What follows belongs to an exercise in optimizing a design on an open flow for small area; a production flow would make more cautious choices. Function was checked by simulation only, so behaviour that the tests miss may differ from the original. Power is estimated from default activity; no workload was simulated.

==> job 1590 <==
==> flow/design.v <==
module OneStage(
    input            srst,
    input            clk,
    input            wr_en,
    input      [3:0] din,
    output reg [3:0] outp,
    output     [3:0] outp_next,
    output reg       empty,
    input            rd_en
);
  reg rd_dly, wr_dly;
  assign outp_next = wr_dly ? din : outp;
  always @(posedge clk) begin
    if (srst) begin
      rd_dly <= 1'b0;
      wr_dly <= 1'b0;
      empty  <= 1'b1;
    end else begin
      rd_dly <= rd_en;
      wr_dly <= wr_en;
      if (wr_dly) empty <= 1'b0;
      else if (rd_dly) empty <= 1'b1;
    end
    outp <= outp_next;
  end
endmodule
module sound_ch #(parameter CH = 0) (
    input             CLK,
    input             RST_N,
    input      [3:0]  sound_code,
    input      [7:0]  rom_indata,
    input             sync_lrclk,
    input             emptyf,
    input      [3:0]  code_next,    
    input             emptyf_next,
    output reg [14:0] rom_address,
    output reg [7:0]  sdout,        
    output            soundon,
    output reg        fNO9,
    output            fifo_ren
);
  localparam [5:0]
    G0   = 6'd1,  G1   = 6'd2,  L0   = 6'd4,  L1   = 6'd9,  F0   = 6'd18,
    FRC0 = 6'd5,  FRC1 = 6'd11, FRM0 = 6'd22, FRM1 = 6'd12, FRM2 = 6'd25, FRC2 = 6'd19,
    F1   = 6'd7,  D0   = 6'd15,
    DRC0 = 6'd31, DRC1 = 6'd30, DRM0 = 6'd28, DRM1 = 6'd24, DRM2 = 6'd17, DRC2 = 6'd3,
    D1   = 6'd6,  W0   = 6'd13, W1   = 6'd27,
    P0S  = 6'd0,
    Q0   = 6'b100000, Q3M2 = 6'b101010,
    P0M0 = 6'b110001, P2M2 = 6'b111110;
  reg  [5:0]  state;
  reg  [14:0] dcount;
  reg  [1:0]  i;
  reg  [1:0]  cur;     
  reg         late3;   
  wire own = (CH == 0) ? (sound_code == 4'd1 || sound_code == 4'd2 || sound_code == 4'd9) :
             (CH == 1) ? (sound_code == 4'd3) :
             (CH == 2) ? (sound_code[3:2] == 2'b01) :
                         (sound_code == 4'd8 || sound_code == 4'd10 || sound_code == 4'd11);
  wire intr_code = (CH == 0) ? (own && !fNO9) :
                   (CH == 3) ? (sound_code == 4'd8 || sound_code == 4'd11) : own;
  wire intr = intr_code && !emptyf;
  wire own_n = (CH == 0) ? (code_next == 4'd1 || code_next == 4'd2 || code_next == 4'd9) :
               (CH == 1) ? (code_next == 4'd3) :
               (CH == 2) ? (code_next[3:2] == 2'b01) :
                           (code_next == 4'd8 || code_next == 4'd10 || code_next == 4'd11);
  wire intr_n = ((CH == 0) ? (own_n && !fNO9) :
                 (CH == 3) ? (code_next == 4'd8 || code_next == 4'd11) : own_n) && !emptyf_next;
  wire dzero = (dcount == 15'd0);
  wire stop = intr || dzero;
  wire ufo = (CH == 3) && cur == 2'b10;
  wire rc_rm0  = (state == FRM0) || (state == DRM0);
  wire rc_2    = (state == FRC2) || (state == DRC2);
  wire play    = state[5];                      
  wire loop    = state[5:4] == 2'b11;            
  wire is_p3   = play && state[3:0] == 4'b1000;  
  wire p3m0    = play && state[3:0] == 4'b1001;  
  wire rm2_rc  = (state == FRM2) || (state == DRM2);
  wire rm2_p   = (loop && state[1:0] == 2'b10) || state == Q3M2;   
  wire first   = (i == 2'd3);
  reg [14:0] start3;
  reg        load_start;
  always @* begin
    load_start = 1'b1;
    case (CH)
      0: start3 = cur[0] ? 15'd19 : fNO9 ? 15'd13113 : 15'd4337;
      1: start3 = 15'd19;
      2: case (cur)
           2'd0: start3 = 15'd19;
           2'd1: start3 = 15'd1285;
           2'd2: start3 = 15'd2855;
           default: start3 = 15'd4425;
         endcase
      default: begin
        start3 = cur[1] ? 15'd25987 : 15'd19;
        load_start = (cur != 2'b11);
      end
    endcase
  end
  wire use_dc = (state == F1) || is_p3;
  wire ld_const = (state == FRM0) && first && load_start;
  reg [14:0] addy;
  always @* begin
    if (!RST_N) addy = 15'd0;
    else if (state == F1) addy = 15'd11;
    else if (is_p3) addy = 15'h7fff;
    else if (state == DRM0 && first) addy = dcount;
    else if (ld_const) addy = start3;
    else if (state == FRM0 && first) addy = late3 ? 15'd6 : 15'd3;
    else if (rc_rm0) addy = 15'h7fff;
    else addy = state[4] ? 15'd1 : 15'd4;      
  end
  wire [14:0] addx = (use_dc && RST_N) ? dcount : (ld_const || !RST_N) ? 15'd0 : rom_address;
  function [14:0] radd15(input [14:0] a, input [14:0] b);
    integer k;
    reg c;
    begin
      c = 1'b0;
      for (k = 0; k < 15; k = k + 1) begin
        radd15[k] = a[k] ^ b[k] ^ c;
        c = (a[k] & b[k]) | (c & (a[k] ^ b[k]));
      end
    end
  endfunction
  wire [14:0] sum = radd15(addx, addy);
  assign fifo_ren = (state == G1);
  reg [5:0] nstate;
  always @* begin
    nstate = state;
    case (state)
      G0: if (!emptyf && own) nstate = G1;
      G1: nstate = (CH == 3 && sound_code == 4'd11) ? G0 : L0;
      L0: if (sync_lrclk) nstate = L1;
      L1: if (!sync_lrclk) nstate = F0;
      FRC2: nstate = (i != 2'd0) ? FRC1 : F1;
      DRC2: nstate = (i != 2'd0) ? DRC1 : D1;
      W1: nstate = Q0;
      Q3M2: nstate = P0S;
      P0S: nstate = P0M0;
      default:
        if (is_p3 && stop) nstate = (ufo && emptyf && !intr) ? L0 : G0;
        else if (play)
          nstate = {state[5:4], (state[1:0] == 2'b10) ? {state[2], ~state[3]} : state[3:2],
                    state[0], ~state[1]};
        else
          nstate = {1'b0, state[3:0], state[4] ^ state[2]};
    endcase
  end
  always @(posedge CLK) begin
    if (state == G0 && !emptyf && own) begin
      if (CH == 0) cur <= {1'b0, sound_code == 4'd1};
      else cur <= sound_code[1:0];
    end
    if (state == FRC0 || state == DRC0) i <= 2'd3;
    else if (rc_2 && i != 2'd0) i <= i - 2'd1;
    if (rm2_rc && i == 2'd1) dcount[14:8] <= rom_indata[6:0];
    if (rm2_rc && i == 2'd0) dcount[7:0] <= rom_indata;
    else if ((is_p3 && !stop) || state == F1) dcount <= sum;
    if (CH == 3) begin
      if (!RST_N) late3 <= 1'b0;
      else if (is_p3 && stop) late3 <= !state[4];
    end
    if (!RST_N || rc_rm0 || p3m0) rom_address <= sum;
    if (!RST_N) begin
      state <= G0;
      sdout <= 8'h80;
      fNO9 <= 1'b0;
    end else begin
      state <= nstate;
      if (CH == 0 && state == G0 && !emptyf && own) fNO9 <= (sound_code == 4'd9);
      if (rm2_p)
        sdout <= (state == P2M2 && (intr_n || dzero)) ? 8'h80 : rom_indata;
    end
  end
  assign soundon = loop;
endmodule
module mixer(
    input         CLK,
    input         RST_N,
    input  [7:0]  ch0, ch1, ch2, ch3,
    input         son0, son1, son2, son3,
    output [15:0] mout,
    output        soundon
);
  function [9:0] radd(input [8:0] a, input [8:0] b);
    integer k;
    reg c;
    begin
      c = 1'b0;
      for (k = 0; k < 9; k = k + 1) begin
        radd[k] = a[k] ^ b[k] ^ c;
        c = (a[k] & b[k]) | (c & (a[k] ^ b[k]));
      end
      radd[9] = c;
    end
  endfunction
  wire [8:0] s01 = radd({1'b0, ch0}, {1'b0, ch1});
  wire [8:0] s23 = radd({1'b0, ch2}, {1'b0, ch3});
  wire [9:0] u = radd(s01, s23);
  wire [7:0] lo = (u[9] ^ u[8]) ? u[7:0] : {8{u[9]}};
  assign soundon = son0 | son1 | son2 | son3;
  reg [8:0] m;
  always @(posedge CLK)
    if (!RST_N) m <= 9'd0;
    else m <= {~u[9], lo};
  assign mout = {m[8], m, 6'd0};
endmodule
module sound_unit (
    input         CLK,
    input         RST_N,
    input         cmd_wr,
    input  [3:0]  cmd_code,
    input         sync_lrclk,
    input  [7:0]  rom0_data,
    input  [7:0]  rom1_data,
    input  [7:0]  rom2_data,
    input  [7:0]  rom3_data,
    output [14:0] rom0_addr,
    output [14:0] rom1_addr,
    output [14:0] rom2_addr,
    output [14:0] rom3_addr,
    output        cmd_empty,
    output [15:0] mout,
    output        soundon,
    output        fNO9
);
  wire [3:0] code, code_next;
  wire       empty;
  wire [3:0] ren;
  wire [7:0] sd0, sd1, sd2, sd3;
  wire       son0, son1, son2, son3;
  wire [2:0] nc;
  reg        emptyf;    
  always @(posedge CLK)
    if (!RST_N) emptyf <= 1'b1;
    else emptyf <= empty;
  OneStage handshake (
      .srst (~RST_N),
      .clk  (CLK),
      .wr_en(cmd_wr),
      .din  (cmd_code),
      .outp (code),
      .outp_next(code_next),
      .empty(empty),
      .rd_en(|ren));
  sound_ch #(.CH(0)) ch0 (.CLK(CLK), .RST_N(RST_N), .sound_code(code),
      .rom_indata(rom0_data), .sync_lrclk(sync_lrclk), .emptyf(emptyf),
      .code_next(code_next), .emptyf_next(empty),
      .rom_address(rom0_addr), .sdout(sd0), .soundon(son0), .fNO9(fNO9),
      .fifo_ren(ren[0]));
  sound_ch #(.CH(1)) ch1 (.CLK(CLK), .RST_N(RST_N), .sound_code(code),
      .rom_indata(rom1_data), .sync_lrclk(sync_lrclk), .emptyf(emptyf),
      .code_next(code_next), .emptyf_next(empty),
      .rom_address(rom1_addr), .sdout(sd1), .soundon(son1), .fNO9(nc[0]),
      .fifo_ren(ren[1]));
  sound_ch #(.CH(2)) ch2 (.CLK(CLK), .RST_N(RST_N), .sound_code(code),
      .rom_indata(rom2_data), .sync_lrclk(sync_lrclk), .emptyf(emptyf),
      .code_next(code_next), .emptyf_next(empty),
      .rom_address(rom2_addr), .sdout(sd2), .soundon(son2), .fNO9(nc[1]),
      .fifo_ren(ren[2]));
  sound_ch #(.CH(3)) ch3 (.CLK(CLK), .RST_N(RST_N), .sound_code(code),
      .rom_indata(rom3_data), .sync_lrclk(sync_lrclk), .emptyf(emptyf),
      .code_next(code_next), .emptyf_next(empty),
      .rom_address(rom3_addr), .sdout(sd3), .soundon(son3), .fNO9(nc[2]),
      .fifo_ren(ren[3]));
  assign cmd_empty = empty;
  mixer mixer_0 (.CLK(CLK), .RST_N(RST_N), .ch0(sd0), .ch1(sd1), .ch2(sd2), .ch3(sd3),
      .son0(son0), .son1(son1), .son2(son2), .son3(son3),
      .mout(mout), .soundon(soundon));
endmodule
==> flow/flow/run.sh <==
#!/bin/bash
# Standard ORFS layout (the standard.sh, standard synthesis unchanged) with two
# layout choices: the smallest buffer for the port buffers, and a clock tree of
# clkbuf_4 cells in small clusters without dummy loads.
set -euo pipefail
bash standard.sh \
  BUFFER_PORTS_ARGS="-buffer_cell sky130_fd_sc_hd__buf_1" \
  CTS_ARGS="-sink_clustering_enable -repair_clock_nets -buf_list sky130_fd_sc_hd__clkbuf_4 -sink_clustering_size 10 -sink_clustering_max_diameter 45 -dont_use_dummy_load" \
  GPL_KEEP_OVERFLOW=0 \
  finish > standard_make.log 2>&1
==> flow/standard.sh <==
#!/bin/bash
# synth_recipe.tcl (not shown) runs the flow's synth.tcl, then flattens the netlist and writes it again
# the make line also repeats each setting of config.mk as NAME=value (left out here)
make -C /OpenROAD-flow-scripts/flow DESIGN_CONFIG=/design/flow/config.mk WORK_HOME=/design/flow/orfs CLKGATE_MAP_FILE= SYNTH_SCRIPT=/design/flow/synth_recipe.tcl "${@:-finish}"
==> flow/config.mk <==
export PLATFORM = sky130hd
export DESIGN_NAME = sound_unit
export DESIGN_NICKNAME = sound_unit
export VERILOG_FILES = /design/flow/design.v
export SDC_FILE = /design/flow/constraint.sdc
export NUM_CORES = 4
export LEC_CHECK = 0
export CAP_MARGIN = 20
export CORE_MARGIN = 2
export CORE_UTILIZATION = 40
export SLEW_MARGIN = 20
==> flow/constraint.sdc <==
create_clock -name core_clock -period 10.0 [get_ports {CLK}]
set_input_delay 2.0000 -clock core_clock [delete_from_list [all_inputs] [get_ports {CLK}]]
set_output_delay 2.0000 -clock core_clock [all_outputs]
set_load 0.01 [all_outputs]
==> job 6639 (differences from job 1590) <==
--- a/flow/design.v
+++ b/flow/design.v
@@ -6,3 +6,2 @@
     output reg [3:0] outp,
-    output     [3:0] outp_next,
     output reg       empty,
@@ -11,3 +10,2 @@
   reg rd_dly, wr_dly;
-  assign outp_next = wr_dly ? din : outp;
   always @(posedge clk) begin
@@ -23,3 +21,3 @@
     end
-    outp <= outp_next;
+    if (wr_dly) outp <= din;
   end
@@ -33,7 +31,5 @@
     input             emptyf,
-    input      [3:0]  code_next,    
-    input             emptyf_next,
     output reg [14:0] rom_address,
-    output reg [7:0]  sdout,        
-    output            soundon,
+    output reg [7:0]  sdout,
+    output reg        soundon,
     output reg        fNO9,
@@ -42,10 +38,8 @@
   localparam [5:0]
-    G0   = 6'd1,  G1   = 6'd2,  L0   = 6'd4,  L1   = 6'd9,  F0   = 6'd18,
-    FRC0 = 6'd5,  FRC1 = 6'd11, FRM0 = 6'd22, FRM1 = 6'd12, FRM2 = 6'd25, FRC2 = 6'd19,
-    F1   = 6'd7,  D0   = 6'd15,
-    DRC0 = 6'd31, DRC1 = 6'd30, DRM0 = 6'd28, DRM1 = 6'd24, DRM2 = 6'd17, DRC2 = 6'd3,
-    D1   = 6'd6,  W0   = 6'd13, W1   = 6'd27,
-    P0S  = 6'd0,
-    Q0   = 6'b100000, Q3M2 = 6'b101010,
-    P0M0 = 6'b110001, P2M2 = 6'b111110;
+    G0   = 6'd0,  G1   = 6'd1,  L0   = 6'd2,  L1   = 6'd3,
+    F0   = 6'd4,  F1   = 6'd5,  D0   = 6'd6,  D1   = 6'd7,
+    W0   = 6'd8,  W1   = 6'd9,
+    FRC1 = 6'd16, FRM0 = 6'd17, FRM1 = 6'd18, FRM2 = 6'd19, FRC2 = 6'd20, FRC0 = 6'd21,
+    DRC1 = 6'd24, DRM0 = 6'd25, DRM1 = 6'd26, DRM2 = 6'd27, DRC2 = 6'd28, DRC0 = 6'd29,
+    P0   = 6'd48, P1   = 6'd52, P2   = 6'd56, P3   = 6'd60, P3M0 = 6'd61;
   reg  [5:0]  state;
@@ -53,2 +47,4 @@
   reg  [1:0]  i;
+  reg  [7:0]  romdata;
+  reg         sonEarly;
   reg  [1:0]  cur;     
@@ -62,8 +58,2 @@
   wire intr = intr_code && !emptyf;
-  wire own_n = (CH == 0) ? (code_next == 4'd1 || code_next == 4'd2 || code_next == 4'd9) :
-               (CH == 1) ? (code_next == 4'd3) :
-               (CH == 2) ? (code_next[3:2] == 2'b01) :
-                           (code_next == 4'd8 || code_next == 4'd10 || code_next == 4'd11);
-  wire intr_n = ((CH == 0) ? (own_n && !fNO9) :
-                 (CH == 3) ? (code_next == 4'd8 || code_next == 4'd11) : own_n) && !emptyf_next;
   wire dzero = (dcount == 15'd0);
@@ -71,10 +61,8 @@
   wire ufo = (CH == 3) && cur == 2'b10;
-  wire rc_rm0  = (state == FRM0) || (state == DRM0);
-  wire rc_2    = (state == FRC2) || (state == DRC2);
-  wire play    = state[5];                      
-  wire loop    = state[5:4] == 2'b11;            
-  wire is_p3   = play && state[3:0] == 4'b1000;  
-  wire p3m0    = play && state[3:0] == 4'b1001;  
-  wire rm2_rc  = (state == FRM2) || (state == DRM2);
-  wire rm2_p   = (loop && state[1:0] == 2'b10) || state == Q3M2;   
+  wire in_rc   = state[5:4] == 2'b01;
+  wire rc_rm0  = in_rc && state[2:0] == 3'd1;
+  wire rc_2    = in_rc && state[2:0] == 3'd4;
+  wire play    = state[5:4] == 2'b11;
+  wire p_main  = play && state[1:0] == 2'd0;    
+  wire is_p3   = state == P3;
   wire first   = (i == 2'd3);
@@ -103,4 +91,3 @@
   always @* begin
-    if (!RST_N) addy = 15'd0;
-    else if (state == F1) addy = 15'd11;
+    if (state == F1) addy = 15'd11;
     else if (is_p3) addy = 15'h7fff;
@@ -110,5 +97,5 @@
     else if (rc_rm0) addy = 15'h7fff;
-    else addy = state[4] ? 15'd1 : 15'd4;      
-  end
-  wire [14:0] addx = (use_dc && RST_N) ? dcount : (ld_const || !RST_N) ? 15'd0 : rom_address;
+    else addy = soundon ? 15'd1 : 15'd4;       
+  end
+  wire [14:0] addx = use_dc ? dcount : ld_const ? 15'd0 : rom_address;
   function [14:0] radd15(input [14:0] a, input [14:0] b);
@@ -134,14 +121,12 @@
       L1: if (!sync_lrclk) nstate = F0;
-      FRC2: nstate = (i != 2'd0) ? FRC1 : F1;
-      DRC2: nstate = (i != 2'd0) ? DRC1 : D1;
-      W1: nstate = Q0;
-      Q3M2: nstate = P0S;
-      P0S: nstate = P0M0;
-      default:
-        if (is_p3 && stop) nstate = (ufo && emptyf && !intr) ? L0 : G0;
-        else if (play)
-          nstate = {state[5:4], (state[1:0] == 2'b10) ? {state[2], ~state[3]} : state[3:2],
-                    state[0], ~state[1]};
-        else
-          nstate = {1'b0, state[3:0], state[4] ^ state[2]};
+      F0: nstate = FRC0;
+      F1: nstate = D0;
+      D0: nstate = DRC0;
+      D1: nstate = W0;
+      W0: nstate = W1;
+      W1: nstate = P0;
+      FRC0, DRC0: nstate = {state[5:3], 3'd0};
+      FRC2, DRC2: nstate = (i != 2'd0) ? {state[5:3], 3'd0} : (state[3] ? D1 : F1);
+      P3: nstate = stop ? ((ufo && emptyf && !intr) ? L0 : G0) : P3M0;
+      default: nstate = play ? {2'b11, state[3:0] + 4'd1} : state + 6'd1;
     endcase
@@ -149,2 +134,3 @@
   always @(posedge CLK) begin
+    romdata <= rom_indata;
     if (state == G0 && !emptyf && own) begin
@@ -155,4 +141,4 @@
     else if (rc_2 && i != 2'd0) i <= i - 2'd1;
-    if (rm2_rc && i == 2'd1) dcount[14:8] <= rom_indata[6:0];
-    if (rm2_rc && i == 2'd0) dcount[7:0] <= rom_indata;
+    if (rc_2 && i == 2'd1) dcount[14:8] <= romdata[6:0];
+    if (rc_2 && i == 2'd0) dcount[7:0] <= romdata;
     else if ((is_p3 && !stop) || state == F1) dcount <= sum;
@@ -160,8 +146,10 @@
       if (!RST_N) late3 <= 1'b0;
-      else if (is_p3 && stop) late3 <= !state[4];
-    end
-    if (!RST_N || rc_rm0 || p3m0) rom_address <= sum;
+      else if (is_p3 && stop) late3 <= !soundon;
+    end
     if (!RST_N) begin
       state <= G0;
+      rom_address <= 15'd0;
       sdout <= 8'h80;
+      soundon <= 1'b0;
+      sonEarly <= 1'b0;
       fNO9 <= 1'b0;
@@ -169,12 +157,20 @@
       state <= nstate;
+      if (rc_rm0 || state == P3M0) rom_address <= sum;
       if (CH == 0 && state == G0 && !emptyf && own) fNO9 <= (sound_code == 4'd9);
-      if (rm2_p)
-        sdout <= (state == P2M2 && (intr_n || dzero)) ? 8'h80 : rom_indata;
-    end
-  end
-  assign soundon = loop;
+      if (p_main) begin
+        if (state == P0) begin
+          sdout <= sonEarly ? romdata : 8'h80;
+          soundon <= sonEarly;
+          sonEarly <= 1'b1;
+        end else if (is_p3 && stop) begin
+          sdout <= 8'h80;
+          soundon <= 1'b0;
+          sonEarly <= 1'b0;
+        end else
+          sdout <= soundon ? romdata : 8'h80;
+      end
+    end
+  end
 endmodule
 module mixer(
-    input         CLK,
-    input         RST_N,
     input  [7:0]  ch0, ch1, ch2, ch3,
@@ -201,7 +197,3 @@
   assign soundon = son0 | son1 | son2 | son3;
-  reg [8:0] m;
-  always @(posedge CLK)
-    if (!RST_N) m <= 9'd0;
-    else m <= {~u[9], lo};
-  assign mout = {m[8], m, 6'd0};
+  assign mout = {~u[9], ~u[9], lo, 6'd0};
 endmodule
@@ -226,3 +218,3 @@
 );
-  wire [3:0] code, code_next;
+  wire [3:0] code;
   wire       empty;
@@ -242,3 +234,2 @@
       .outp (code),
-      .outp_next(code_next),
       .empty(empty),
@@ -247,3 +238,2 @@
       .rom_indata(rom0_data), .sync_lrclk(sync_lrclk), .emptyf(emptyf),
-      .code_next(code_next), .emptyf_next(empty),
       .rom_address(rom0_addr), .sdout(sd0), .soundon(son0), .fNO9(fNO9),
@@ -252,3 +242,2 @@
       .rom_indata(rom1_data), .sync_lrclk(sync_lrclk), .emptyf(emptyf),
-      .code_next(code_next), .emptyf_next(empty),
       .rom_address(rom1_addr), .sdout(sd1), .soundon(son1), .fNO9(nc[0]),
@@ -257,3 +246,2 @@
       .rom_indata(rom2_data), .sync_lrclk(sync_lrclk), .emptyf(emptyf),
-      .code_next(code_next), .emptyf_next(empty),
       .rom_address(rom2_addr), .sdout(sd2), .soundon(son2), .fNO9(nc[1]),
@@ -262,3 +250,2 @@
       .rom_indata(rom3_data), .sync_lrclk(sync_lrclk), .emptyf(emptyf),
-      .code_next(code_next), .emptyf_next(empty),
       .rom_address(rom3_addr), .sdout(sd3), .soundon(son3), .fNO9(nc[2]),
@@ -266,3 +253,3 @@
   assign cmd_empty = empty;
-  mixer mixer_0 (.CLK(CLK), .RST_N(RST_N), .ch0(sd0), .ch1(sd1), .ch2(sd2), .ch3(sd3),
+  mixer mixer_0 (.ch0(sd0), .ch1(sd1), .ch2(sd2), .ch3(sd3),
       .son0(son0), .son1(son1), .son2(son2), .son3(son3),
==> flow/run.sh (new file) <==
#!/bin/bash
# synth_recipe.tcl (not shown) runs the flow's synth.tcl, then flattens the netlist and writes it again
# the make line also repeats each setting of config.mk as NAME=value (left out here)
make -C /OpenROAD-flow-scripts/flow DESIGN_CONFIG=/design/flow/config.mk WORK_HOME=/design/flow/orfs CLKGATE_MAP_FILE= SYNTH_SCRIPT=/design/flow/synth_recipe.tcl finish
removed: flow/flow/run.sh
removed: flow/standard.sh
==> run summary <==
Result of the run: job 1590 no timing/DRC/antenna violations; job 6639 no timing/DRC/antenna violations
Part of the total power dissipated in the clock network: job 1590 0.160; job 6639 0.327
Number of vias after detailed routing: job 1590 10849; job 6639 11707
Floorplan die width: job 1590 185 um; job 6639 193 um
Root buffer selected by CTS: job 1590 clkbuf_4; job 6639 clkbuf_16
Core Area: job 1590 32500 um2; job 6639 35300 um2
Number of filler cells placed in the layout: job 1590 3194; job 6639 3318
Data required, critical path: job 1590 10.51 ns; job 6639 8.00 ns
Tap cells: job 1590 442; job 6639 461
Area share of the largest cell type after synthesis: job 1590 0.221; job 6639 0.278
TritonCTS buffer count: job 1590 35; job 6639 29
Buffers outside the clock class: job 1590 119; job 6639 123
Final Instance Area: job 1590 14200 um2; job 6639 16700 um2
Switch share: job 1590 0.405; job 6639 0.352
WHS Endpoint: job 1590 handshake.empty$_SDFFE_PN1P_; job 6639 ch3.sdout[5]$_SDFFE_PN0P_
Leak Pwr: job 1590 5.35 nW; job 6639 6.91 nW
Post-Place Setup Slack: job 1590 0.507 ns; job 6639 2.05 ns
# diodes: job 1590 3; job 6639 0
Cell depth of the worst min-delay path: job 1590 2; job 6639 1
Origin of the worst min-delay path: job 1590 handshake.rd_dly$_SDFF_PN0_; job 6639 ch3.sdout[5]$_SDFFE_PN0P_
Maximum single-stage delay on the critical path: job 1590 0.44 ns; job 6639 0.88 ns
Gate Count Post-Synth: job 1590 1371; job 6639 1574

==> separate check: timing with driven ports <==
The flow's constraints put no driver on any port. The routed layouts listed below were extracted and timed again, unchanged, in two steps. Step 1 (the two cells are an assumption about what drives the block):
set clk [get_ports {CLK}]
set_driving_cell -lib_cell sky130_fd_sc_hd__clkbuf_16 $clk
set_driving_cell -lib_cell sky130_fd_sc_hd__buf_2 [delete_from_list [all_inputs] $clk]
Step 2 times the ports against the registers' clock, not the clock port: input delays grow and output delays shrink by t, the midpoint of the rising clock arrivals with the driver on. Three values: no drivers, after step 1, after step 2; two values: the first two.
| run | shift t [ns] | slack for setup (ns) | worst setup path after step 2 | pins driven straight from the clock port |
|---|---|---|---|---|
| job 1590 | 0.677 | 1.147 / 1.163 / 0.486 | input to register | 1 |
| job 6639 | 0.601 | 1.477 / 1.429 / 2.030 | register to output | 1 |
After both steps setup and hold are still met in every run listed. For job 1590, which loses most, drivers alone change the setup slack by +0.016 ns; drivers and shift together by -0.661 ns.
